Background: an optimization exercise with open tools, aiming at small area. Do not read the settings as production practice.
Function was checked by simulation only, so behaviour that the tests miss may differ from the original.

==> inputs of run B <==
## sha2in
module sha2in(
  input clk,rst_b,lst_pkt,
  input [63:0] pkt,
  output [511:0] blk,
  output blk_val,msg_end
);
==> module sha2in, before the edit <==
module sha2in(
  input clk,rst_b,lst_pkt,
  input [63:0] pkt,
  output [511:0] blk,
  output blk_val,msg_end
);
  reg d, z;
  reg [2:0] idx;       
  reg [15:0] n;        
  reg bv;
  reg [511:0] sr;
  wire last = &idx;
  wire mgln = ~d & z & last;
  wire [63:0] w = d ? pkt : {~z, 41'b0, mgln ? n : 16'b0, 6'b0};
  always @(posedge clk)
    sr <= {sr[447:0], w};
  assign blk = sr;
  always @(posedge clk or negedge rst_b)
    if (!rst_b) begin
      d <= 1'b1;
      z <= 1'b0;
      idx <= 3'd0;
      n <= 16'd0;
      bv <= 1'b0;
    end else begin
      idx <= idx + 3'd1;
      n <= n + {15'd0, d};
      bv <= last & ~(d & z);
      d <= d ? (z | ~lst_pkt) : (z & last);
      z <= z | ~d;
    end
  assign blk_val = bv;
  assign msg_end = bv & d & z;
endmodule
==> flow/config.mk <==
export PLATFORM = sky130hd
export DESIGN_NAME = sha2in
export DESIGN_NICKNAME = sha2in
export VERILOG_FILES = /design/flow/design.v
export SDC_FILE = /design/flow/constraint.sdc
export NUM_CORES = 4
export LEC_CHECK = 0
export CAP_MARGIN = 20
export CORE_MARGIN = 2
export CORE_UTILIZATION = 40
export PLACE_DENSITY = 0.9
export SLEW_MARGIN = 20
==> flow/constraint.sdc <==
create_clock -name core_clock -period 4.0 [get_ports {clk}]
set_input_delay 0.8000 -clock core_clock [delete_from_list [all_inputs] [get_ports {clk}]]
set_output_delay 0.8000 -clock core_clock [all_outputs]
set_load 0.01 [all_outputs]
standard.sh (not shown) runs the stock make flow with config.mk's settings and CLKGATE_MAP_FILE= SYNTH_SCRIPT=/design/flow/synth_recipe.tcl, a recipe that flattens the netlist after the stock synthesis.
==> flow/flow/run.sh <==
#!/bin/bash
# Standard layout, with the port buffers made from the smallest buffer cell
# (buf_1) and the clock tree built without dummy loads.
set -euo pipefail
export BUFFER_PORTS_ARGS="-buffer_cell sky130_fd_sc_hd__buf_1"
export CTS_ARGS="-sink_clustering_enable -repair_clock_nets -dont_use_dummy_load -buf_list sky130_fd_sc_hd__clkbuf_8 -sink_clustering_size 24 -sink_clustering_max_diameter 40"
bash standard.sh > standard.log 2>&1
==> inputs of run A, as changes to run B <==
==> flow/design.v (replaced) <==
module sha2in(
  input clk,rst_b,lst_pkt,
  input [63:0] pkt,
  output [511:0] blk,
  output blk_val,msg_end
);
  localparam DATA=2'd0, PAD=2'd1, ZERO=2'd2, STOP=2'd3;
  reg [1:0] st;
  reg [2:0] idx;       
  reg [15:0] n;        
  reg bv;
  reg [511:0] sr;
  wire data = (st == DATA);
  wire mgln = (st == ZERO) & (&idx);
  wire [63:0] w = data ? pkt : {st == PAD, 41'b0, mgln ? n : 16'b0, 6'b0};
  always @(posedge clk)
    sr <= {sr[447:0], w};
  assign blk = sr;
  always @(posedge clk or negedge rst_b)
    if (!rst_b) begin
      st <= DATA;
      idx <= 3'd0;
      n <= 16'd0;
      bv <= 1'b0;
    end else begin
      idx <= idx + 3'd1;
      if (data) n <= n + 16'd1;
      bv <= (&idx) & (st != STOP);
      case (st)
        DATA: if (lst_pkt) st <= PAD;
        PAD:  st <= ZERO;
        ZERO: if (&idx) st <= STOP;
        default: ;
      endcase
    end
  assign blk_val = bv;
  assign msg_end = bv & (st == STOP);
endmodule
==> flow/run.sh (new file) <==
#!/bin/bash
# synth_recipe.tcl (not shown) runs the flow's synth.tcl, then flattens the netlist and writes it again
# the make line also repeats each setting of config.mk as NAME=value (left out here)
make -C /OpenROAD-flow-scripts/flow DESIGN_CONFIG=/design/flow/config.mk WORK_HOME=/design/flow/orfs CLKGATE_MAP_FILE= SYNTH_SCRIPT=/design/flow/synth_recipe.tcl finish
- PLACE_DENSITY: 0.9 -> unset
removed: flow/flow/run.sh
removed: flow/standard.sh
==> flow_summary.ini <==
[sta]
timing.fmax_mhz = 362
slew_headroom_pct = 51.4

[run_status]
outcome = no timing/DRC/antenna violations

[floorplan]
start_util_pct = 40.5

[layout]
final.clkbuf_count = 47
syn_to_final_growth_pct = 28.2

[logic_synthesis]
synth_mux_area_share_pct = 0

[pwr]
switchingPower_mw = 2.06
# the run above: run B

==> flow_summary.ini <==
[run_status]
outcome = no timing/DRC/antenna violations

[floorplan]
start_util_pct = 40.9

[logic_synthesis]
synth_mux_area_share_pct = 0.371

[layout]
final.clkbuf_count = 78

[pwr]
switchingPower_mw = 1.92
# the run above: run A

[afterwards: timing with drivers on the ports]
No port has a modelled driver above. Below, the same layouts with a new extraction and two added sets of constraints. Step 1, drivers: a clkbuf_16 drives clk and a buf_2 each remaining input, both assumed. Step 2 times the ports against the registers' clock, not the clock port: input delays grow and output delays shrink by t, the midpoint of the rising clock arrivals with the driver on. Slacks: no drivers / after step 1 / after step 2; pairs: no drivers / after step 1.
| run | t (ns) | setup WS [ns] | worst setup path after step 2 | slew at the worst register clock pin (ns) | worst data-port slew with drivers (ns) |
|---|---|---|---|---|---|
| run B | 0.583 | 1.236 / 1.195 / 1.778 | register to output | 0.13 / 0.13 | 0.10 |
| run A | 0.597 | 1.335 / 1.287 / 1.801 | register to register | 0.06 / 0.06 | 0.10 |
After both steps setup and hold are still met in every run listed.
